Source: an optimization exercise on an open RTL-to-GDS flow (aim: small area, a short achievable clock period and few clock cycles). Production flows keep margins and buffers that such runs may drop.
Only simulation tests tie the RTL to the original design; equivalence was not proved.
Power is estimated from default activity; no workload was simulated.

===== design/flow/flow/run.sh =====
#!/bin/bash
# The standard layout (standard.sh), with two changes:
#  - after the standard synthesis, the logic between the registers is mapped
#    again for area with Yosys/ABC (flow/remap.tcl, flow/remap.abc), to a copy
#    of the platform library without its don't-use cells (flow/filter_lib.py);
#    the registers are left as the standard synthesis made them;
#  - buf_2 cells as the port buffers.
# Each tool's output goes to its own log in this folder.
set -eo pipefail
export BUFFER_PORTS_ARGS="-buffer_cell sky130_fd_sc_hd__buf_2"
R=$PWD/orfs/results/sky130hd/day02_core/base
bash standard.sh synth > standard_synth.log 2>&1
LIB=$FLOW_HOME/platforms/sky130hd/lib/sky130_fd_sc_hd__tt_025C_1v80.lib
export LIB_RS=$PWD/remap_lib.lib
python3 flow/filter_lib.py "$LIB" "$LIB_RS" '*__lpflow_*' '*__probe*' '*__fill_*' \
    '*__dlygate*' '*__dlymetal*' '*__clkdly*' > filter_lib.log 2>&1
export SEQ_CELLS="$(python3 flow/seq_cells.py "$LIB_RS")"
cp "$R/1_2_yosys.v" "$PWD/standard_netlist.v"
export NETLIST_IN=$PWD/standard_netlist.v
export NETLIST_OUT=$R/1_2_yosys.v
export FLOW_TOP
yosys -c flow/remap.tcl > remap.log 2>&1
rm -f "$R/1_synth.odb" "$R/1_synth.sdc"
bash standard.sh synth > standard_synth2.log 2>&1
bash standard.sh > standard.log 2>&1

===== design/flow/flow/filter_lib.py =====
#!/usr/bin/env python3
# Writes a copy of a liberty file without the cells whose names match the given
# glob patterns (the platform's don't-use cells), for restructure/ABC.
import sys, fnmatch
src, dst, pats = sys.argv[1], sys.argv[2], sys.argv[3:]
text = open(src).read()
out = []
pos = 0
while True:
    i = text.find('cell (', pos)
    if i < 0:
        out.append(text[pos:])
        break
    # start of the line holding the cell group
    ls = text.rfind('\n', 0, i) + 1
    name = text[i + 6:text.find(')', i)].strip().strip('"')
    j = text.find('{', i)
    depth, k = 1, j + 1
    while depth:
        c = text[k]
        if c == '{':
            depth += 1
        elif c == '}':
            depth -= 1
        k += 1
    out.append(text[pos:ls])
    if not any(fnmatch.fnmatch(name, p) for p in pats):
        out.append(text[ls:k])
    pos = k
open(dst, 'w').write(''.join(out))

===== design/flow/flow/remap.abc =====
strash
&get -n
&deepsyn -T 20
&put
dch -f
amap
topo

===== design/flow/flow/remap.tcl =====
# Re-maps the combinational logic of the standard synthesis netlist with ABC for
# area.  The cells' functions come from the library; the registers (sequential
# cells) stay black boxes, so they keep their instances, names and cell types.
set lib $::env(LIB_RS)
yosys read_liberty -ignore_miss_func $lib
yosys blackbox {*}$::env(SEQ_CELLS)
yosys read_verilog $::env(NETLIST_IN)
yosys hierarchy -check -top $::env(FLOW_TOP)
yosys flatten
yosys opt_clean -purge
yosys tee -o remap_before.txt stat -liberty $lib
yosys abc -liberty $lib -script flow/remap.abc
yosys opt_clean -purge
yosys hilomap -singleton -hicell sky130_fd_sc_hd__conb_1 HI -locell sky130_fd_sc_hd__conb_1 LO
yosys splitnets
yosys opt_clean -purge
yosys insbuf -buf sky130_fd_sc_hd__buf_4 A X
yosys tee -o remap_after.txt stat -liberty $lib
yosys write_verilog -noattr -noexpr -nohex -nodec $::env(NETLIST_OUT)

===== design/flow/flow/seq_cells.py =====
#!/usr/bin/env python3
# Prints the names of the sequential cells (flip-flops, latches) of a liberty file.
import re, sys
lib = open(sys.argv[1]).read()
names = []
for m in re.finditer(r'cell \("?(\w+)"?\)', lib):
    body = lib[m.end():m.end() + 6000]
    nxt = body.find('cell (')
    if nxt >= 0:
        body = body[:nxt]
    if re.search(r'\b(ff|latch|statetable)\s*\(', body):
        names.append(m.group(1))
print(' '.join(names))

===== design/flow/standard.sh =====
#!/bin/bash
# synth_recipe.tcl (not shown) runs the flow's synth.tcl, then flattens the netlist and writes it again
# the make line also repeats each setting of config.mk as NAME=value (left out here)
make -C /OpenROAD-flow-scripts/flow DESIGN_CONFIG=/design/flow/config.mk WORK_HOME=/design/flow/orfs CLKGATE_MAP_FILE= SYNTH_SCRIPT=/design/flow/synth_recipe.tcl "${@:-finish}"

===== design/flow/config.mk =====
export PLATFORM = sky130hd
export DESIGN_NAME = day02_core
export DESIGN_NICKNAME = day02_core
export VERILOG_FILES = /design/flow/design.v
export SDC_FILE = /design/flow/constraint.sdc
export NUM_CORES = 8
export LEC_CHECK = 0
export ABC_AREA = 1
export CAP_MARGIN = 20
export CORE_MARGIN = 2
export CORE_UTILIZATION = 65
export CTS_CLUSTER_DIAMETER = 100
export CTS_CLUSTER_SIZE = 20
export PLACE_DENSITY = 0.75
export SLEW_MARGIN = 20

===== design/flow/constraint.sdc =====
create_clock -name core_clock -period 60.0 [get_ports {clk}]
set_input_delay 12.0000 -clock core_clock [delete_from_list [all_inputs] [get_ports {clk}]]
set_output_delay 12.0000 -clock core_clock [all_outputs]
set_load 0.01 [all_outputs]

===== design/flow/design.v =====
module period_summer (
    input  wire [4:0]  d,
    input  wire [1:0]  t,
    output wire [64:0] k1,
    output wire [64:0] k21,
    output wire [56:0] m
);
    assign k1 =
        ({65{d == 5'd3}} & 65'h3de) |
        ({65{d == 5'd4}} & 65'h1ffffffffffffe05c) |
        ({65{d == 5'd5}} & 65'hf2238) |
        ({65{d == 5'd6}} & 65'h1ffffffffff77ebac) |
        ({65{d == 5'd7}} & 65'h3b12b1c4) |
        ({65{d == 5'd8}} & 65'h1fffffffde79025ec) |
        ({65{d == 5'd9}} & 65'he6bc350edc) |
        ({65{d == 5'd10}} & 65'h1fffff7cea3677eec) |
        ({65{d == 5'd11}} & 65'h3854d482c784c) |
        ({65{d == 5'd12}} & 65'h1ffdffe6fccd802ec) |
        ({65{d == 5'd13}} & 65'hdc0b523742cc0ac) |
        ({65{d == 5'd14}} & 65'h182f99a4e642192ec) |
        ({65{d == 5'd15}} & 65'h1b8c348144228fc6c) |
        ({65{d == 5'd16}} & 65'h19ee5b0e524cdd2ec) |
        ({65{d == 5'd17}} & 65'h1bab47dd2bfd7f1ec) |
        ({65{d == 5'd18}} & 65'ha5e03b106996d2ec);
    assign k21 =
        ({65{d == 5'd4}} & 65'h2706) |
        ({65{d == 5'd5}} & 65'h2706) |
        ({65{d == 5'd6}} & 65'h18a1a) |
        ({65{d == 5'd7}} & 65'h55ed440) |
        ({65{d == 5'd8}} & 65'hb54b536) |
        ({65{d == 5'd9}} & 65'h1fffffffdbca77baa) |
        ({65{d == 5'd10}} & 65'he473704420) |
        ({65{d == 5'd11}} & 65'h1b5ff9e6bc6) |
        ({65{d == 5'd12}} & 65'h1ffffa89462c80386) |
        ({65{d == 5'd13}} & 65'h22d493c20e9cda) |
        ({65{d == 5'd14}} & 65'h22dcd86676d12e) |
        ({65{d == 5'd15}} & 65'h1f23f3c70cdca4f58) |
        ({65{d == 5'd16}} & 65'h16bc3ca5f687bc4da) |
        ({65{d == 5'd17}} & 65'h16bc3ca5f687bc4da) |
        ({65{d == 5'd18}} & 65'h1ea8a8882202300fc);
    assign m =
        ({57{d == 5'd2 && t == 2'd0}} & 57'hb) |
        ({57{d == 5'd3 && t == 2'd0}} & 57'h6f) |
        ({57{d == 5'd4 && t == 2'd0}} & 57'h65) |
        ({57{d == 5'd5 && t == 2'd0}} & 57'h2b67) |
        ({57{d == 5'd6 && t == 2'd0}} & 57'h3e9) |
        ({57{d == 5'd6 && t == 2'd1}} & 57'h2775) |
        ({57{d == 5'd6 && t == 2'd2}} & 57'h1b207) |
        ({57{d == 5'd7 && t == 2'd0}} & 57'h10f447) |
        ({57{d == 5'd8 && t == 2'd0}} & 57'h2711) |
        ({57{d == 5'd9 && t == 2'd0}} & 57'hf4629) |
        ({57{d == 5'd10 && t == 2'd0}} & 57'h186a1) |
        ({57{d == 5'd10 && t == 2'd1}} & 57'h6054ab5) |
        ({57{d == 5'd10 && t == 2'd2}} & 57'h423a35c7) |
        ({57{d == 5'd11 && t == 2'd0}} & 57'h2964619c7) |
        ({57{d == 5'd12 && t == 2'd0}} & 57'hf4241) |
        ({57{d == 5'd12 && t == 2'd1}} & 57'h5f60811) |
        ({57{d == 5'd12 && t == 2'd2}} & 57'h25a112eb5) |
        ({57{d == 5'd13 && t == 2'd0}} & 57'h102b36211c7) |
        ({57{d == 5'd14 && t == 2'd0}} & 57'h989681) |
        ({57{d == 5'd14 && t == 2'd1}} & 57'heb2eb63eb5) |
        ({57{d == 5'd14 && t == 2'd2}} & 57'ha1b01d4b1c7) |
        ({57{d == 5'd15 && t == 2'd0}} & 57'h2540d6aa1) |
        ({57{d == 5'd15 && t == 2'd1}} & 57'he9104f2029) |
        ({57{d == 5'd15 && t == 2'd2}} & 57'h650e124ef1c7) |
        ({57{d == 5'd16 && t == 2'd0}} & 57'h5f5e101) |
        ({57{d == 5'd17 && t == 2'd0}} & 57'h27797f26d671c7) |
        ({57{d == 5'd18 && t == 2'd0}} & 57'h3b9aca01) |
        ({57{d == 5'd18 && t == 2'd1}} & 57'he8d4b45241) |
        ({57{d == 5'd18 && t == 2'd2}} & 57'h38e67b515a029);
endmodule
module range_summer #(
    parameter W = 65
) (
    input  wire [W-1:0] a,
    input  wire [W-1:0] b,
    input  wire [W-1:0] c,
    input  wire [W-1:0] d,
    input  wire         ci0,
    input  wire         ci1,
    input  wire         ci2,
    output wire [W-1:0] s
);
    wire [W-1:0] s1 = a ^ b ^ c;
    wire [W-1:0] c1 = {(a[W-2:0] & b[W-2:0]) | (a[W-2:0] & c[W-2:0]) | (b[W-2:0] & c[W-2:0]), ci0};
    wire [W-1:0] s2 = s1 ^ c1 ^ d;
    wire [W-1:0] c2 = {(s1[W-2:0] & c1[W-2:0]) | (s1[W-2:0] & d[W-2:0]) | (c1[W-2:0] & d[W-2:0]), ci1};
    bk_add #(.W(W)) u_cpa (.a(s2), .b(c2), .ci(ci2), .s(s));
endmodule
module bk_add #(
    parameter W = 65
) (
    input  wire [W-1:0] a,
    input  wire [W-1:0] b,
    input  wire         ci,
    output wire [W-1:0] s
);
    reg [W-1:0] p, g;
    integer i, j;
    always @(*) begin
        p = a ^ b;
        g = a & b;
        g[0] = g[0] | (p[0] & ci);
        for (i = 1; (1 << i) <= W; i = i + 1)
            for (j = (1 << i) - 1; j < W; j = j + (1 << i)) begin
                g[j] = g[j] | (p[j] & g[j - (1 << (i - 1))]);
                p[j] = p[j] & p[j - (1 << (i - 1))];
            end
        for (i = 6; i > 0; i = i - 1)
            for (j = (1 << i) + (1 << (i - 1)) - 1; j < W; j = j + (1 << i)) begin
                g[j] = g[j] | (p[j] & g[j - (1 << (i - 1))]);
                p[j] = p[j] & p[j - (1 << (i - 1))];
            end
    end
    assign s = a ^ b ^ {g[W-2:0], ci};
endmodule
module day02_core #(
    parameter N_ADDR_BITS = 16
) (
    input  wire                 clk,
    input  wire                 rst,
    input  wire [7:0]           rom_data,
    input  wire                 rom_valid,
    output reg  [N_ADDR_BITS:0] rom_addr,
    output wire [63:0]          part1_result,
    output wire [63:0]          part2_result,
    output reg                  done
);
    reg rst_q;
    reg  [5:0]  rq;         
    reg         vq;         
    reg         hold;       
    reg  [5:0]  skid;
    reg         in_b;       
    reg         eot;        
    reg  [4:0]  dc;         
    reg  [35:0] pdig;       
    reg  [35:0] hist;       
    reg  [9:1]  dec;        
    reg  [9:1]  gt;         
    reg         qa;         
    reg         pm;         
    wire        is_dig = rq[4];
    wire [3:0]  dig    = rq[3:0];
    wire        more   = rq[5];    
    reg         qv;         
    reg  [4:0]  qd;
    reg  [35:0] qp;
    reg  [2:0]  qf;
    reg         qb;
    reg         qpair;      
    reg  [2:0]  qskip;
    reg         busy;
    reg  [4:0]  cd;         
    reg  [35:0] cp;         
    reg  [2:0]  cf;         
    reg         cb;         
    reg         cpair;      
    reg  [2:0]  cskip;      
    reg  [1:0]  t;          
    reg         ph;         
    reg  [3:0]  i;          
    reg  [3:0]  jr;         
    reg  [3:0]  pdq;        
    reg         kp1;        
    reg         kp21;       
    reg  [64:0] r;
    reg  [29:0] pb;         
    reg         bprev;      
    reg  [64:0] acc1;       
    reg  [64:0] accx;       
    assign part1_result = acc1[64:1];
    assign part2_result = accx[64:1];
    function [3:0] tlf;
        input [4:0] d;
        input [1:0] tt;
        begin
            if (tt == 2'd0)
                tlf = (d == 5'd4) ? 4'd2 : (d == 5'd6 || d == 5'd9) ? 4'd3 : (d == 5'd8) ? 4'd4 :
                      (d == 5'd10 || d == 5'd15) ? 4'd5 : (d == 5'd12) ? 4'd6 : (d == 5'd14) ? 4'd7 :
                      (d == 5'd16) ? 4'd8 : (d == 5'd18) ? 4'd9 : 4'd1;
            else if (tt == 2'd1)
                tlf = (d == 5'd15) ? 4'd3 : (d == 5'd12) ? 4'd4 : (d == 5'd18) ? 4'd6 : 4'd2;
            else
                tlf = (d == 5'd12) ? 4'd2 : (d == 5'd18) ? 4'd3 : 4'd1;
        end
    endfunction
    function [3:0] nib;
        input [35:0] v;
        input [3:0]  k;
        begin
            case (k)
                4'd0: nib = v[3:0];
                4'd1: nib = v[7:4];
                4'd2: nib = v[11:8];
                4'd3: nib = v[15:12];
                4'd4: nib = v[19:16];
                4'd5: nib = v[23:20];
                4'd6: nib = v[27:24];
                4'd7: nib = v[31:28];
                default: nib = v[35:32];
            endcase
        end
    endfunction
    function three;
        input [4:0] d;
        three = (d == 5'd6) || (d == 5'd10) || (d == 5'd12) || (d == 5'd14) ||
                (d == 5'd15) || (d == 5'd18);
    endfunction
    function [1:0] nxt;
        input [2:0] sk;
        input [1:0] fr;
        input       th;
        begin
            if (fr == 2'd0 && !sk[0])
                nxt = 2'd0;
            else if (fr <= 2'd1 && th && !sk[1])
                nxt = 2'd1;
            else if (fr <= 2'd2 && th && !sk[2])
                nxt = 2'd2;
            else
                nxt = 2'd3;
        end
    endfunction
    wire [1:0] tn     = nxt(cskip, t + 2'd1, three(cd));
    wire       last_t = (tn == 2'd3);
    wire       half_t = (t == 2'd0) && !cd[0];
    wire       f_t    = (t == 2'd0) ? cf[0] : (t == 2'd1) ? cf[1] : cf[2];
    wire       jl     = (jr == 4'd0);
    wire       adj    = jl && !cpair;         
    wire       sg     = (cpair ? f_t : cb) ^ (t == 2'd2);    
    wire [64:0] k1, k21;
    wire [56:0] mval;
    period_summer u_tab (.d(cd), .t(t), .k1(k1), .k21(k21), .m(mval));
    reg       c_on, c_sh, d_on, d_sh, d_neg;
    always @(*) begin
        c_on = 1'b0; c_sh = 1'b0; d_on = 1'b1; d_sh = 1'b0; d_neg = 1'b0;
        if (adj && !f_t) begin                 
            case (pdq)
                4'd0: d_neg = 1'b1;
                4'd1: d_on = 1'b0;
                4'd2: ;
                4'd3: d_sh = 1'b1;
                4'd4: begin c_on = 1'b1; d_neg = 1'b1; end
                4'd5: begin c_on = 1'b1; d_on = 1'b0; end
                4'd6: c_on = 1'b1;
                4'd7: begin c_on = 1'b1; d_sh = 1'b1; end
                4'd8: begin c_on = 1'b1; c_sh = 1'b1; d_neg = 1'b1; end
                default: begin c_on = 1'b1; c_sh = 1'b1; d_on = 1'b0; end
            endcase
        end else if (adj) begin                
            case (pdq)
                4'd0: ;
                4'd1: d_sh = 1'b1;
                4'd2: begin c_on = 1'b1; d_neg = 1'b1; end
                4'd3: begin c_on = 1'b1; d_on = 1'b0; end
                4'd4: c_on = 1'b1;
                4'd5: begin c_on = 1'b1; d_sh = 1'b1; end
                4'd6: begin c_on = 1'b1; c_sh = 1'b1; d_neg = 1'b1; end
                4'd7: begin c_on = 1'b1; c_sh = 1'b1; d_on = 1'b0; end
                4'd8: begin c_on = 1'b1; c_sh = 1'b1; end
                default: begin c_on = 1'b1; c_sh = 1'b1; d_sh = 1'b1; end
            endcase
        end else begin                         
            case (pdq)
                4'd0: d_on = 1'b0;
                4'd1: ;
                4'd2: d_sh = 1'b1;
                4'd3: begin c_on = 1'b1; d_neg = 1'b1; end
                4'd4: begin c_on = 1'b1; d_on = 1'b0; end
                4'd5: c_on = 1'b1;
                4'd6: begin c_on = 1'b1; d_sh = 1'b1; end
                4'd7: begin c_on = 1'b1; c_sh = 1'b1; d_neg = 1'b1; end
                4'd8: begin c_on = 1'b1; c_sh = 1'b1; d_on = 1'b0; end
                default: begin c_on = 1'b1; c_sh = 1'b1; end
            endcase
        end
    end
    wire [2:0] bw0 = {pb[1:0], bprev};
    wire [2:0] bw1 = pb[3:1];
    wire b0_on  = (bw0 != 3'b000) && (bw0 != 3'b111);
    wire b0_two = (bw0 == 3'b011) || (bw0 == 3'b100);
    wire b0_neg = bw0[2];
    wire b1_on  = (bw1 != 3'b000) && (bw1 != 3'b111);
    wire b1_two = (bw1 == 3'b011) || (bw1 == 3'b100);
    wire b1_neg = bw1[2];
    wire [2:0] bw2 = pb[5:3];
    wire b2_on  = (bw2 != 3'b000) && (bw2 != 3'b111);
    wire b2_two = (bw2 == 3'b011) || (bw2 == 3'b100);
    wire b2_neg = bw2[2];
    wire blast  = (pb[29:5] == 25'd0);         
    wire p0     = busy && !ph && (t != 2'd3);
    wire p1     = busy && ph;
    wire kc     = busy && !ph && (t == 2'd3);  
    wire mrg    = eot && !busy && !qv && !done;
    wire fold1  = p1 && !b2_on && half_t && kp1;
    wire fold21 = p1 && !b2_on && !half_t && kp21;
    wire kc1    = kc && kp1;
    wire kc21   = kc && !kp1;
    wire kp1_n  = kp1 && !fold1 && !kc1;
    wire kp21_n = kp21 && !fold21 && !kc21;
    wire to1    = (p1 && half_t) || kc1;
    wire last_cyc = (p1 && blast && last_t && !kp1_n && !kp21_n) || (kc && !(kp1_n || kp21_n));
    wire cready   = !busy || last_cyc;
    wire sep     = vq && !is_dig && !eot;
    wire pairok  = qa && in_b && pm && (dc == qd);
    wire hold_a  = qa && in_b && pm && (!sep || dc == qd);
    wire cload   = qv && cready && !hold_a;   
    wire qfree   = !qv || cload;
    wire pair_tk = sep && pairok;
    wire take    = sep && (pairok || qfree);
    wire stall   = !hold && sep && !(pairok || qfree);
    wire [64:0] xv   = ph ? r : {8'd0, mval};
    wire        kon  = fold1 || fold21 || kc;
    wire        uc   = p0 ? c_on  : (p1 && b1_on);
    wire        ucs  = p0 ? c_sh  : b1_two;
    wire        ucn  = p1 && (b1_neg ^ !sg);
    wire        ud   = p0 ? d_on  : (p1 && b0_on);
    wire        uds  = p0 ? d_sh  : b0_two;
    wire        udn  = p0 ? d_neg : (b0_neg ^ !sg);
    wire [64:0] oa   = p0 ? r << 3 : (to1 ? acc1 : accx);
    wire [64:0] kv   = (fold1 || kc1) ? k1 : k21;
    wire        ub2  = p1 && b2_on;
    wire        ubn  = kon ? !cb : (ub2 && (b2_neg ^ !sg));
    wire [64:0] ob   = p0 ? r << 1 : ub2 ? (b2_two ? r << 5 : r << 4) :
                       kon ? kv : mrg ? acc1 : 65'd0;
    wire [64:0] oc   = uc ? (ucs ? xv << 3 : xv << 2) : 65'd0;
    wire [64:0] od   = ud ? (uds ? xv << 1 : xv) : 65'd0;
    wire        ncn  = uc && ucn;
    wire        ndn  = ud && udn;
    wire [64:0] sum;
    range_summer #(.W(65)) u_add (
        .a(oa), .b(ubn ? ~ob : ob), .c(ncn ? ~oc : oc), .d(ndn ? ~od : od),
        .ci0(ubn), .ci1(ncn), .ci2(ndn), .s(sum));
    wire [29:0] pbn;
    range_summer #(.W(30)) u_pb (
        .a(pb << 3), .b(pb << 1), .c({26'd0, pdq}), .d(30'd0),
        .ci0(1'b0), .ci1(1'b0), .ci2(1'b0), .s(pbn));
    integer li;
    always @(posedge clk) begin
        rst_q <= rst;
        hist  <= {hist[31:0], dig};
        r     <= p0 ? sum : (p1 && !blast) ? (r << 6) : 65'd0;
        pb    <= p0 ? ((jl && cpair) ? 30'd2 : pbn) : (p1 && !blast) ? (pb >> 6) : 30'd0;
        bprev <= p1 && pb[5];
        if (rst) begin
            rom_addr <= 0;
        end else if (rst_q) begin
            rom_addr <= 1;
        end else if (!vq || (!eot && (is_dig || take))) begin
            rom_addr <= rom_addr + 1'b1;
        end
        if (rst_q) begin
            qa   <= 1'b0;
            vq   <= 1'b0;
            hold <= 1'b0;
            in_b <= 1'b0;
            eot  <= 1'b0;
            dc   <= 5'd0;
            dec  <= 9'd0;
        end else begin
            if (stall) begin
                hold <= 1'b1;
                skid <= rom_data[5:0];
            end
            if (!vq || (!eot && (is_dig || take))) begin
                rq   <= hold ? skid : rom_data[5:0];
                vq   <= 1'b1;
                hold <= 1'b0;
            end
            if (cload) qa <= 1'b0;
            if (vq && !eot && is_dig) begin
                dc   <= dc + 5'd1;
                if ((dc < {1'b0, tlf(qd, 2'd0)} && dig != nib(qp, dc[3:0])) || dc == qd)
                    pm <= 1'b0;
                if (dc < 5'd9) pdig[dc*4 +: 4] <= dig;
                for (li = 1; li <= 9; li = li + 1) begin
                    if (!dec[li] && dc >= li && dig != hist[(li-1)*4 +: 4]) begin
                        dec[li] <= 1'b1;
                        gt[li]  <= dig > hist[(li-1)*4 +: 4];
                    end
                end
            end
            if (take) begin
                dc   <= 5'd0;
                dec  <= 9'd0;
                in_b <= !in_b;
                if (in_b && !more) eot <= 1'b1;
                qa   <= !in_b && (dc != 5'd1);
                pm   <= 1'b1;
            end
        end
        if (rst_q) begin
            qv <= 1'b0;
        end else begin
            if (cload) qv <= 1'b0;
            if (pair_tk) begin
                qpair <= 1'b1;
                for (li = 0; li < 3; li = li + 1) begin
                    qf[li]    <= dec[tlf(dc, li)] ? gt[tlf(dc, li)] : 1'b1;
                    qskip[li] <= (dec[tlf(dc, li)] ? gt[tlf(dc, li)] : 1'b1) == qf[li];
                end
            end else if (take && dc != 5'd1) begin
                qv    <= 1'b1;
                qd    <= dc;
                qp    <= pdig;
                for (li = 0; li < 3; li = li + 1)
                    qf[li] <= dec[tlf(dc, li)] ? gt[tlf(dc, li)] : in_b;
                qb    <= in_b;
                qpair <= 1'b0;
                qskip <= 3'd0;
            end
        end
        if (rst_q) begin
            busy <= 1'b0;
            acc1 <= 65'd0;
            accx <= 65'd0;
        end else begin
            if (p1 || kc || mrg) begin
                if (to1) acc1 <= sum;
                else     accx <= sum;
            end
            kp1  <= kp1_n;
            kp21 <= kp21_n;
            if (p0) begin
                i   <= i + 4'd1;
                jr  <= jr - 4'd1;
                pdq <= nib(cp, i + 4'd1);
                if (jl) ph <= 1'b1;
            end
            if (p1) begin
                if (blast) begin
                    ph  <= 1'b0;
                    i   <= 4'd0;
                    jr  <= tlf(cd, tn) - 4'd1;
                    pdq <= cp[3:0];
                    t   <= tn;
                end
            end
            if (last_cyc) busy <= 1'b0;
            if (cload) begin
                busy  <= (nxt(qskip, 2'd0, three(qd)) != 2'd3);
                cd    <= qd;
                cp    <= qp;
                cf    <= qf;
                cb    <= qb;
                cpair <= qpair;
                cskip <= qskip;
                t     <= nxt(qskip, 2'd0, three(qd));
                ph    <= 1'b0;
                i     <= 4'd0;
                jr    <= tlf(qd, nxt(qskip, 2'd0, three(qd))) - 4'd1;
                pdq   <= qp[3:0];
                kp1   <= !qpair && (qd >= 5'd3);
                kp21  <= !qpair && (qd >= 5'd4);
            end
        end
        if (rst || rst_q) done <= 1'b0;
        else if (mrg) done <= 1'b1;
    end
endmodule

==> impl_metrics.py, run 1 <==
metrics = {
    "logic_synthesis": {
        "syn-num-nets": 4556,
        "ys_warn_count": 3,
        "syn_avg_cell_area_um2": 7.12,
        "syn_area_um2": 32400,
        "synthCells": 4545,
    },
    "detailed_routing": {
        "routedWlPerCell_um": 22.5,
        "num_vias": 36000,
        "drc_errors": 0,
        "routed_wl_um": 120000,
        "drtIter0Drc": 4382,
        "first_pass_iters": 8,
        "ant_nets": 0,
        "vias_per_cell": 6.76,
    },
    "status": {
        "status": "complete, no violations",
    },
    "sta": {
        "finClkSkew_ns": 0.0730,
        "hold_viol": 0,
        "setup_violations": 0,
        "finalSetupTns_ns": 0,
        "slew_violations": 0,
        "slew_headroom_pct": 19.8,
        "worst-slew-pin-transition_ns": 1.19,
        "fin_crit_sh_pct": 33.6,
        "period_needed_ns": 20.18,
        "rsz0062_at_grt": "no",
        "max_freq_mhz": 49.6,
        "worst_slack_ns": 39.82,
    },
    "place": {
        "preCtsSetupSlack_ns": 40.75,
        "dpl.hpwl_um": 85000,
        "dpl_cell_area_um2": 33400,
        "io_buffers": 153,
        "dp_cells": 5266,
        "gp_congestion": 1.12,
    },
    "worst_setup_path": {
        "crit_type": "register to register",
        "worstReg2RegEnd": "accx[64]",
        "startpoint_type": "register",
        "path_common_cell": "nor2_1",
        "crit_path_end_kind": "register",
        "cp-endpoint": "accx[64]",
        "cp_slowest_stage_delay_ns": 0.74,
        "crit_start": "t[1]",
        "r2r_slack_ns": 39.82,
        "cp_slowest_cell": "clkinv_1",
        "r2r-start": "t[1]",
        "worst_ep_arrival_time_ns": 20.63,
        "critical_path_buf_inv_count": 8,
        "critPathTopFamily": "simple AND/OR/NAND/NOR gates",
        "path_depth": 127,
        "path_max_fanout": 32,
        "reg2regPathDepth": 127,
        "required_ns": 60.46,
    },
    "layout": {
        "drive_above_1_share_pct": 5.65,
        "final_cells": 5323,
        "design_area_um2": 34300,
        "final_nets": 4645,
        "areaGrowthSynthToFinish_pct": 6.01,
    },
    "clock_tree": {
        "clkTransAtPathRegs_ns": 0.09,
        "cts.htree.levels": 1,
        "cts_setup_buffers": 0,
        "numCtsBuffers": 29,
        "tritoncts": "done",
        "clk_latency_ns": 0.68,
        "clockBufferDepth": 3,
        "postCtsHoldBufs": 0,
        "root_buffer": "clkbuf_16",
        "cts.sinks": 488,
        "postCtsResizedCells": 0,
    },
    "pwr": {
        "vdd_ir_drop_max_uv": 26.3,
        "p_leak_nw": 11.8,
        "fin_total_pwr_mw": 0.763,
        "p_per_area_nw_per_um2": 22.2,
    },
    "grt": {
        "grt_overflow": 0,
        "grt_pass1_wl_um": 179000,
        "grt_pass1_vias": 32200,
        "grt_usage_pct": 44.9,
        "antenna_found_initial": 4,
        "grt_max_degree": 120,
    },
    "floorplan": {
        "die_w_um": 227,
        "die_area_um2": 51600,
        "io_pins": 157,
        "start_util_pct": 66.0,
        "num_rows": 81,
        "core_um2": 49100,
        "die_y_um": 227,
    },
    "hold_path": {
        "hp-class": "register to register",
    },
    "run": {
        "max_cap_violations": 0,
    },
}
## cell usage in the layout (no fill, tap or decap), types with 47 or more instances in the layout
cell type  instances
a211oi_1          52
buf_2            153
a21oi_1          518
nand2_1          455
clkinv_1         315
a221oi_1          64
nor2_1           980
o22ai_1          287
or2_0             65
edfxtp_1         173
buf_4             47
a31oi_1           72
nor2b_1           51
dfxtp_1          314
nor3_1            72
o21ai_0          447
## metal layers
layer | global-route usage (%) | vias up | wire [um]
met2 | 70.5 | 2421 | 52500
met3 | 11.5 | 638 | 13800
li1 | - | 16800 | -
met5 | 0 | - | 19
met1 | 53.4 | 16100 | 43500
met4 | 32.6 | 2 | 9770
## worst min-delay path by stage
stage,start,to,slack [ns],depth (start not counted)
final,hist[29],hist[33],0.36,0
after global routing,hist[7],hist[11],0.36,0
after CTS,hist[7],hist[11],0.36,0
after detailed placement,hist[5],hist[9],0.35,0
after global placement,hist[27],hist[31],0.35,0
after floorplan,hist[27],hist[31],0.34,0
## report_power, final
group	switching (mW)	internal, mW
clock	0.120	0.0922
sequential	0.0113	0.355
combinational	0.124	0.0593
total	0.256	0.507
## sequential cells by signal (all words and copies together), names as in the netlist, 5 cells and up, named ones only
signal,count
acc1,65
accx,65
cd,5
cp,36
dc,5
dec,9
gt,9
hist,36
pb,30
pdig,36
qd,5
qp,36
r,65
rom_addr,17
rq,6
skid,6
## metrics by stage
step / util [%] / hold slack [ns]
final: 70.0 / 0.365
after global routing: 69.9 / 0.365
after CTS: 69.9 / 0.363
after detailed placement: 68.1 / 0.351
after global placement: 68.1 / 0.352
after floorplan: - / 0.345
## cell type report
type / instances / area (um2)
fill: 4220 / 14700
inverter: 319 / 1200
multi-input combinational: 3592 / 18700
clock buffer: 46 / 790
tap: 664 / 831
antenna: 5 / 12.5
clock inverter: 5 / 58.8
timing repair buffer: 204 / 1210
sequential: 488 / 11500
Testbench counts, summed over its fixed seeds: cycles 35,727.
==> inputs of run 2 (changes only) <==
==> design/flow/flow/remap.abc (replaced) <==
strash
dc2
dc2
dch -f
amap
topo
==> impl_metrics.py, run 2 <==
metrics = {
    "sta": {
        "setup_violations": 0,
        "finalSetupTns_ns": 0,
        "rsz0062_at_grt": "no",
        "max_freq_mhz": 53.0,
        "slew_violations": 0,
        "worst_slack_ns": 41.14,
        "fin_crit_sh_pct": 31.4,
        "worst-slew-pin-transition_ns": 1.07,
        "hold_viol": 0,
        "finClkSkew_ns": 0.0196,
        "period_needed_ns": 18.86,
        "slew_headroom_pct": 28.5,
    },
    "pwr": {
        "pwr-share-comb_pct": 18.6,
        "p_leak_nw": 12.1,
        "p_per_area_nw_per_um2": 20.1,
        "switchingPower_mw": 0.225,
        "clkPwrFrac_pct": 30.2,
        "intPower_mw": 0.489,
        "vdd_ir_drop_max_uv": 29.0,
        "sw_frac_of_total_pct": 31.5,
        "seq_power_share_pct": 51.2,
    },
    "layout": {
        "drive_above_1_share_pct": 5.48,
        "final_common_cell": "nor2_1",
        "areaGrowthSynthToFinish_pct": 5.93,
        "reg.largest.list": "acc1: 65 flops, accx: 65 flops, r: 65 flops",
        "final_nets": 4899,
        "most-common-layout-cells": "nor2_1, a21oi_1, nand2_1",
    },
    "hold_path": {
        "hp-class": "register to register",
        "min_path_cells": 0,
        "min_to": "hist[24]",
        "hold_start": "hist[20]",
    },
    "detailed_routing": {
        "routedWlPerCell_um": 21.5,
        "routed_wl_um": 120000,
        "num_vias": 37700,
        "drc_errors": 0,
        "ant_nets": 0,
        "vias_per_cell": 6.76,
        "first_pass_iters": 7,
        "drtIter0Drc": 5331,
    },
    "worst_setup_path": {
        "crit_path_end_kind": "register",
        "r2r_slack_ns": 41.14,
        "cp_slowest_stage_delay_ns": 0.74,
        "required_ns": 60.48,
        "startpoint_type": "register",
        "path_common_cell": "nor2_1",
        "path_max_fanout": 10,
        "reg2regPathDepth": 87,
        "cp_slowest_cell": "nor2_1",
        "worstReg2RegEnd": "r[64]",
        "r2r-start": "cd[4]",
        "worst_ep_arrival_time_ns": 19.33,
        "crit_type": "register to register",
    },
    "run": {
        "max_cap_violations": 0,
    },
    "place": {
        "gp_congestion": 1.06,
        "io_buffers": 153,
        "preCtsSetupSlack_ns": 41.90,
        "dpl.hpwl_um": 86800,
    },
    "logic_synthesis": {
        "syn_avg_cell_area_um2": 7.03,
        "syn_area_um2": 33600,
        "syn-num-nets": 4801,
        "synthCells": 4790,
        "ys_warn_count": 3,
    },
    "clock_tree": {
        "cts_setup_buffers": 0,
        "postCtsResizedCells": 0,
        "cts.sinks": 488,
        "numCtsBuffers": 29,
        "clkTransAtPathRegs_ns": 0.09,
        "tritoncts": "done",
        "cts.htree.levels": 1,
        "clockBufferDepth": 3,
        "root_buffer": "clkbuf_16",
        "clk_latency_ns": 0.65,
        "postCtsHoldBufs": 0,
    },
    "floorplan": {
        "die_y_um": 232,
        "io_pins": 157,
        "die_w_um": 232,
        "num_rows": 83,
        "core_um2": 51200,
        "die_area_um2": 53600,
        "start_util_pct": 65.7,
    },
    "grt": {
        "grt_pass1_wl_um": 184000,
        "antenna_found_initial": 3,
        "grt_usage_pct": 43.2,
        "grt_max_degree": 133,
        "grt_pass1_vias": 33200,
        "grt_overflow": 0,
    },
    "status": {
        "status": "complete, no violations",
    },
}
==> run 2: worst max-delay path by stage <==
stage | from | endpoint | slack, ns | cells after the start
2_1_floorplan | ph | acc1[64] | 34.99 | 81
3_3_place_gp | cd[4] | r[63] | 42.39 | 90
3_5_place_dp | cd[4] | r[64] | 41.90 | 90
4_1_cts | cd[4] | r[64] | 41.83 | 90
5_1_grt | cd[4] | r[64] | 39.47 | 87
6_report | cd[4] | r[64] | 41.14 | 87
==> run 2: power groups by stage <==
stage	clock network, mW	registers [mW]	logic, mW
finish	0.216	0.366	0.133
floorplan	0	0.369	0.0964
global route	0.223	0.367	0.145
CTS	0.213	0.365	0.129
detailed placement	0	0.373	0.128
global placement	0	0.372	0.124
==> run 2: critical path: cells and delay by family (launching register included) <==
kind	cells	cell delay (ns)
flops	1	0.50
compound gates	37	8.71
buf+inv	10	2.42
simple gates	40	7.05
==> run 2: layout make-up <==
type | instances | area (um2)
multi-input cells | 3842 | 20000
fillers | 4368 | 15600
flip-flops and latches | 488 | 11500
repair buffers | 213 | 1250
inverters | 314 | 1180
well taps | 680 | 851
clock buffers | 44 | 792
clock inverters | 4 | 53.8
diodes | 1 | 2.50
==> run 2: layer usage <==
metal / routed length (um) / vias up / GRT usage (%)
met5: 32 / - / 0
met4: 6200 / 6 / 18.1
met3: 16300 / 542 / 10.5
met2: 50200 / 2592 / 65.1
met1: 47600 / 16900 / 59.2
li1: - / 17700 / -
==> run 2: through the flow <==
step | power (mW) | std cells | instance area [um2] | util [%] | hold WS (ns)
2_1_floorplan | 0.466 | 4790 | 33600 | - | 0.345
3_3_place_gp | 0.496 | 5536 | 34800 | 67.9 | 0.350
3_5_place_dp | 0.500 | 5537 | 34800 | 68.0 | 0.355
4_1_cts | 0.706 | 5585 | 35600 | 69.6 | 0.359
5_1_grt | 0.735 | 5585 | 35600 | 69.6 | 0.369
6_report | 0.715 | 5586 | 35600 | 69.6 | 0.361
==> inputs of run 3 (changes only) <==
--- a/design/flow/flow/run.sh
+++ b/design/flow/flow/run.sh
@@ -24,2 +24,6 @@
 bash standard.sh synth > standard_synth2.log 2>&1
+export RESULTS=$R LIB RT_SLACK=47
+mkdir -p restructure_work
+export WORK=$PWD/restructure_work
+openroad -no_init -exit flow/retime.tcl > retime.log 2>&1
 bash standard.sh > standard.log 2>&1
==> design/flow/flow/remap.abc (replaced) <==
strash
&get -n
&deepsyn -T 20
&put
dch -f
amap
topo
==> design/flow/flow/retime.tcl (new file) <==
# Re-synthesizes the slowest logic cones for delay (OpenROAD restructure).
set results $::env(RESULTS)
read_db $results/1_synth.odb
read_liberty $::env(LIB)
read_sdc $results/1_synth.sdc
report_design_area
report_checks -path_delay max -format end
restructure -liberty_file $::env(LIB_RS) -target timing -slack_threshold $::env(RT_SLACK) \
    -tielo_port sky130_fd_sc_hd__conb_1/LO -tiehi_port sky130_fd_sc_hd__conb_1/HI \
    -work_dir $::env(WORK)
report_design_area
report_checks -path_delay max -format end
write_db $results/1_synth.odb
==> impl_metrics.py, run 3 <==
metrics = {
    "worst_setup_path": {
        "path_common_cell": "nor2_1",
        "path_max_fanout": 32,
        "required_ns": 60.46,
        "reg2regPathDepth": 127,
        "cp_slowest_cell": "clkinv_1",
        "crit_type": "register to register",
        "startpoint_type": "register",
        "worstReg2RegEnd": "accx[64]",
        "cp_slowest_stage_delay_ns": 0.74,
        "worst_ep_arrival_time_ns": 20.63,
        "r2r-start": "t[1]",
        "crit_path_end_kind": "register",
        "r2r_slack_ns": 39.82,
    },
    "floorplan": {
        "die_area_um2": 51600,
        "die_w_um": 227,
        "num_rows": 81,
        "die_y_um": 227,
        "start_util_pct": 66.0,
        "core_um2": 49100,
        "io_pins": 157,
    },
    "detailed_routing": {
        "drtIter0Drc": 4382,
        "routed_wl_um": 120000,
        "ant_nets": 0,
        "routedWlPerCell_um": 22.5,
        "num_vias": 36000,
        "drc_errors": 0,
        "first_pass_iters": 8,
        "vias_per_cell": 6.76,
    },
    "place": {
        "io_buffers": 153,
        "gp_congestion": 1.12,
        "dpl.hpwl_um": 85000,
    },
    "grt": {
        "grt_overflow": 0,
        "grt_max_degree": 120,
        "grt_pass1_vias": 32200,
        "grt_pass1_wl_um": 179000,
        "grt_usage_pct": 44.9,
        "antenna_found_initial": 4,
    },
    "sta": {
        "setup_violations": 0,
        "finalSetupTns_ns": 0,
        "fin_crit_sh_pct": 33.6,
        "rsz0062_at_grt": "no",
        "slew_violations": 0,
        "finClkSkew_ns": 0.0730,
        "hold_viol": 0,
        "period_needed_ns": 20.18,
        "max_freq_mhz": 49.6,
        "slew_headroom_pct": 19.8,
        "worst-slew-pin-transition_ns": 1.19,
    },
    "clock_tree": {
        "clockBufferDepth": 3,
        "clkTransAtPathRegs_ns": 0.09,
        "postCtsHoldBufs": 0,
        "cts.sinks": 488,
        "numCtsBuffers": 29,
        "root_buffer": "clkbuf_16",
        "cts_setup_buffers": 0,
        "clk_latency_ns": 0.68,
        "tritoncts": "done",
        "postCtsResizedCells": 0,
        "cts.htree.levels": 1,
    },
    "pwr": {
        "vdd_ir_drop_max_uv": 26.3,
        "p_per_area_nw_per_um2": 22.2,
        "fin_total_pwr_mw": 0.763,
        "p_leak_nw": 11.8,
    },
    "layout": {
        "final_common_cell": "nor2_1",
        "reg.largest.list": "acc1: 65 flops, accx: 65 flops, r: 65 flops",
        "final_nets": 4645,
        "drive_above_1_share_pct": 5.65,
        "fill_cells": 4220,
        "areaGrowthSynthToFinish_pct": 6.01,
        "most-common-layout-cells": "nor2_1, a21oi_1, nand2_1",
    },
    "logic_synthesis": {
        "syn_area_um2": 32400,
        "syn-num-nets": 4556,
        "ys_warn_count": 3,
        "syn_avg_cell_area_um2": 7.12,
        "synthCells": 4545,
    },
    "hold_path": {
        "hp-class": "register to register",
        "hold_start": "hist[29]",
        "min_path_cells": 0,
        "min_to": "hist[33]",
    },
    "status": {
        "status": "complete, no violations",
    },
    "run": {
        "max_cap_violations": 0,
    },
}
## run 3: critical path, delay by kind of cell, from the launching register on
family | cells | cell delay, ns
AOI/OAI and AO/OA | 30 | 5.80
buffers and inverters | 8 | 3.16
DFF | 1 | 0.50
and+or+nand+nor | 89 | 10.50
## run 3: metal layers
layer  vias up  wire length, um  global-route usage, %
met4         2             9770                   32.6
met5         -               19                      0
met3       638            13800                   11.5
met1     16100            43500                   53.4
met2      2421            52500                   70.5
li1      16800                -                      -
## run 3: final cells by class
| cell class | instances | area (um2) | area share, % |
|---|---|---|---|
| antenna | 5 | 12.5 | 0.0365 |
| clock buffer | 46 | 790 | 2.30 |
| clock inverter | 5 | 58.8 | 0.171 |
| inverter | 319 | 1200 | 3.51 |
| multi-input combinational | 3592 | 18700 | 54.5 |
| sequential | 488 | 11500 | 33.5 |
| tap | 664 | 831 | 2.42 |
| timing repair buffer | 204 | 1210 | 3.51 |
## run 3: power by group
part	switching, mW	total (mW)	internal [mW]
clock	0.120	0.212	0.0922
sequential	0.0113	0.367	0.355
combinational	0.124	0.183	0.0593
## run 3: worst max path at each step
stage / start / end / slack [ns] / depth (start not counted)
final: t[1] / accx[64] / 39.82 / 127
after CTS: t[1] / accx[64] / 40.56 / 127
after floorplan: ph / acc1[64] / 35.19 / 119
after global placement: ph / acc1[64] / 41.15 / 124
after detailed placement: t[1] / acc1[64] / 40.75 / 127
after global routing: t[1] / accx[64] / 37.98 / 127
## run 3: through the flow
step           hold WS [ns]  instance area, um2  instances  worst slack [ns]  utilization, %
5_1_grt               0.365               34300       5318             37.98            69.9
3_5_place_dp          0.351               33400       5266             40.75            68.1
2_1_floorplan         0.345               32400       4545             35.19               -
4_1_cts               0.363               34300       5317             40.56            69.9
6_report              0.365               34300       5323             39.82            70.0
3_3_place_gp          0.352               33400       5265             41.15            68.1
==> inputs of run 4 (changes only) <==
--- a/design/flow/design.v
+++ b/design/flow/design.v
@@ -167,3 +167,3 @@
     reg  [64:0] r;
-    reg  [29:0] pb;         
+    reg  [30:0] pb;         
     reg         bprev;      
@@ -290,3 +290,3 @@
     wire b2_neg = bw2[2];
-    wire blast  = (pb[29:5] == 25'd0);         
+    wire blast  = (pb[30:5] == 26'd0);         
     wire p0     = busy && !ph && (t != 2'd3);
@@ -313,2 +313,3 @@
     wire [64:0] xv   = ph ? r : {8'd0, mval};
+    wire        first = (i == 4'd0);
     wire        kon  = fold1 || fold21 || kc;
@@ -320,3 +321,3 @@
     wire        udn  = p0 ? d_neg : (b0_neg ^ !sg);
-    wire [64:0] oa   = p0 ? r << 3 : (to1 ? acc1 : accx);
+    wire [64:0] oa   = p0 ? (first ? 65'd0 : r << 3) : (to1 ? acc1 : accx);
     wire [64:0] kv   = (fold1 || kc1) ? k1 : k21;
@@ -324,3 +325,3 @@
     wire        ubn  = kon ? !cb : (ub2 && (b2_neg ^ !sg));
-    wire [64:0] ob   = p0 ? r << 1 : ub2 ? (b2_two ? r << 5 : r << 4) :
+    wire [64:0] ob   = p0 ? (first ? 65'd0 : r << 1) : ub2 ? (b2_two ? r << 5 : r << 4) :
                        kon ? kv : mrg ? acc1 : 65'd0;
@@ -334,5 +335,6 @@
         .ci0(ubn), .ci1(ncn), .ci2(ndn), .s(sum));
-    wire [29:0] pbn;
-    range_summer #(.W(30)) u_pb (
-        .a(pb << 3), .b(pb << 1), .c({26'd0, pdq}), .d(30'd0),
+    wire [30:0] pbm = first ? 31'd0 : pb;
+    wire [30:0] pbn;
+    range_summer #(.W(31)) u_pb (
+        .a(pbm << 3), .b(pbm << 1), .c({27'd0, pdq}), .d(31'd0),
         .ci0(1'b0), .ci1(1'b0), .ci2(1'b0), .s(pbn));
@@ -342,4 +344,4 @@
         hist  <= {hist[31:0], dig};
-        r     <= p0 ? sum : (p1 && !blast) ? (r << 6) : 65'd0;
-        pb    <= p0 ? ((jl && cpair) ? 30'd2 : pbn) : (p1 && !blast) ? (pb >> 6) : 30'd0;
+        r     <= p1 ? (r << 6) : sum;
+        pb    <= p1 ? (pb >> 6) : (p0 && jl && cpair) ? 31'd2 : pbn;
         bprev <= p1 && pb[5];
--- a/design/flow/flow/run.sh
+++ b/design/flow/flow/run.sh
@@ -24,6 +24,2 @@
 bash standard.sh synth > standard_synth2.log 2>&1
-export RESULTS=$R LIB RT_SLACK=47
-mkdir -p restructure_work
-export WORK=$PWD/restructure_work
-openroad -no_init -exit flow/retime.tcl > retime.log 2>&1
 bash standard.sh > standard.log 2>&1
==> design/flow/flow/remap.abc (replaced) <==
strash
&get -n
&deepsyn -T 150
&put
dch -f
amap
topo
--- a/design/flow/config.mk
+++ b/design/flow/config.mk
@@ -10,6 +10,3 @@
 export CORE_MARGIN = 2
-export CORE_UTILIZATION = 65
-export CTS_CLUSTER_DIAMETER = 100
-export CTS_CLUSTER_SIZE = 20
-export PLACE_DENSITY = 0.75
+export CORE_UTILIZATION = 40
 export SLEW_MARGIN = 20
removed: design/flow/flow/retime.tcl
==> impl_metrics.py, run 4 <==
metrics = {
    "status": {
        "status": "complete, no violations",
    },
    "detailed_routing": {
        "drc_errors": 0,
        "routedWlPerCell_um": 26.0,
        "vias_per_cell": 6.19,
        "num_vias": 35500,
        "first_pass_iters": 7,
        "drtIter0Drc": 4053,
        "routed_wl_um": 149000,
        "ant_nets": 0,
    },
    "floorplan": {
        "die_area_um2": 82300,
        "start_util_pct": 40.5,
        "die_w_um": 287,
        "core_um2": 79100,
        "num_rows": 103,
        "die_y_um": 287,
        "io_pins": 157,
    },
    "clock_tree": {
        "tritoncts": "done",
        "cts.sinks": 489,
        "postCtsHoldBufs": 0,
        "numCtsBuffers": 58,
        "clockBufferDepth": 3,
        "cts.htree.levels": 2,
        "postCtsResizedCells": 0,
        "clk_latency_ns": 0.68,
        "clkTransAtPathRegs_ns": 0.06,
        "root_buffer": "clkbuf_16",
        "cts_setup_buffers": 0,
    },
    "sta": {
        "finClkSkew_ns": 0.0508,
        "holdWs_ns": 0.355,
        "worst_slack_ns": 36.63,
        "rsz0062_at_grt": "no",
        "slew_violations": 0,
        "finalSetupTns_ns": 0,
        "worst-slew-pin-transition_ns": 1.24,
        "setup_violations": 0,
        "slew_headroom_pct": 16.9,
        "max_freq_mhz": 42.8,
        "hold_viol": 0,
        "fin_crit_sh_pct": 38.9,
        "period_needed_ns": 23.37,
    },
    "worst_setup_path": {
        "crit_path_end_kind": "register",
        "required_ns": 60.53,
        "r2r-start": "ph",
        "crit_start": "ph",
        "cp-endpoint": "accx[64]",
        "cp_slowest_stage_delay_ns": 0.89,
        "crit_type": "register to register",
        "path_common_cell": "nor2_1",
        "r2r_slack_ns": 36.63,
        "path_max_fanout": 47,
        "reg2regPathDepth": 141,
        "cp_slowest_cell": "edfxtp_1",
        "worstReg2RegEnd": "accx[64]",
        "startpoint_type": "register",
        "worst_ep_arrival_time_ns": 23.89,
    },
    "hold_path": {
        "hp-class": "register to register",
    },
    "pwr": {
        "sw_frac_of_total_pct": 46.4,
        "p_leak_nw": 13.2,
        "switchingPower_mw": 0.764,
        "intPower_mw": 0.885,
        "seq_power_share_pct": 28.2,
        "vdd_ir_drop_max_uv": 27.3,
        "pwr-share-comb_pct": 49.5,
        "clkPwrFrac_pct": 22.3,
        "p_per_area_nw_per_um2": 46.0,
    },
    "grt": {
        "grt_pass1_wl_um": 218000,
        "grt_pass1_vias": 33500,
        "antenna_found_initial": 2,
        "grt_max_degree": 72,
        "grt_usage_pct": 35.3,
        "grt_overflow": 0,
    },
    "place": {
        "io_buffers": 153,
        "gp_congestion": 1.07,
        "preCtsSetupSlack_ns": 37.22,
        "dpl.hpwl_um": 108000,
    },
    "layout": {
        "final_common_cell": "nor2_1",
        "final_nets": 4642,
        "drive_above_1_share_pct": 7.95,
        "areaGrowthSynthToFinish_pct": 12.0,
        "reg.largest.list": "acc1: 65 flops, accx: 65 flops, r: 65 flops",
        "most-common-layout-cells": "nor2_1, o21ai_0, a21oi_1",
    },
    "logic_synthesis": {
        "syn_avg_cell_area_um2": 7.16,
        "ys_warn_count": 3,
        "syn_area_um2": 32000,
        "synthCells": 4468,
        "syn-num-nets": 4479,
    },
    "run": {
        "max_cap_violations": 0,
    },
}
## run 4: how the worst min path moves through the flow
stage	start	to	cells after the start	slack, ns
after floorplan	hist[7]	hist[11]	0	0.34
after global placement	hist[31]	hist[35]	0	0.34
after detailed placement	hist[19]	hist[23]	0	0.35
after CTS	hist[19]	hist[23]	0	0.36
after global routing	hist[19]	hist[23]	0	0.36
final	hist[3]	hist[7]	0	0.36
## run 4: metal layers
metal | wire length (um) | vias up | global-route usage (%)
met1 | 58700 | 16200 | 43.8
met2 | 65900 | 1876 | 56.3
met4 | 10900 | 2 | 22.5
li1 | - | 16800 | -
met5 | 13 | - | 0
met3 | 13400 | 533 | 6.90
## run 4: stage by stage
step / instances / total power [mW] / util, % / area [um2]
floorplan: 4468 / 1.05 / - / 32000
global placement: 5621 / 1.25 / 42.8 / 33900
finish: 5731 / 1.65 / 45.3 / 35900
CTS: 5729 / 1.63 / 45.3 / 35900
global route: 5729 / 1.76 / 45.3 / 35900
detailed placement: 5621 / 1.26 / 42.8 / 33900
## run 4: power groups by stage
stage	Combinational (mW)	Clock, mW	Sequential, mW
2_1_floorplan	0.605	0	0.441
3_3_place_gp	0.784	0	0.469
3_5_place_dp	0.795	0	0.468
4_1_cts	0.799	0.371	0.462
5_1_grt	0.912	0.383	0.469
6_report	0.816	0.367	0.465
## run 4: layout make-up
cell class | count | area [um2]
Fill cell | 8155 | 43300
Multi-Input combinational cell | 3446 | 18100
Sequential cell | 489 | 11500
Clock buffer | 81 | 1660
Timing Repair Buffer | 249 | 1490
Inverter | 387 | 1450
Tap cell | 1050 | 1310
Clock inverter | 27 | 299
Antenna cell | 2 | 5.00
## run 4: worst max-delay path: cells and delay by family, from the launching register on
| family | cells | cell delay (ns) |
|---|---|---|
| AOI/OAI and AO/OA | 38 | 7.49 |
| DFF | 1 | 0.89 |
| and+or+nand+nor | 89 | 10.31 |
| buffers and inverters | 14 | 4.31 |
Testbench counts of run 4, summed over its fixed seeds: cycles 35,727.

static timing again, ports no longer ideal:
In the flow no input, the clock included, has a driving cell. The finished layouts below were timed again as built, in two steps. Step 1, drivers: a clkbuf_16 drives clk and a buf_2 each remaining input, both assumed. Step 2, shift: input delay + t, output delay - t, t = (earliest + latest rising clock arrival at the registers) / 2. This alone moves slack from input paths to output paths. a / b / c = ideal / step 1 / step 2; a / b = the first two.
run	shift t [ns]	slack for setup (ns)	worst setup path at the end
run 1	0.698	39.823 / 39.823 / 39.823	register to register
run 2	0.707	41.145 / 41.145 / 41.145	register to register
run 3	0.698	39.823 / 39.823 / 39.823	register to register
run 4	0.728	36.631 / 36.631 / 36.631	register to register
After both steps every run listed still meets setup and hold.
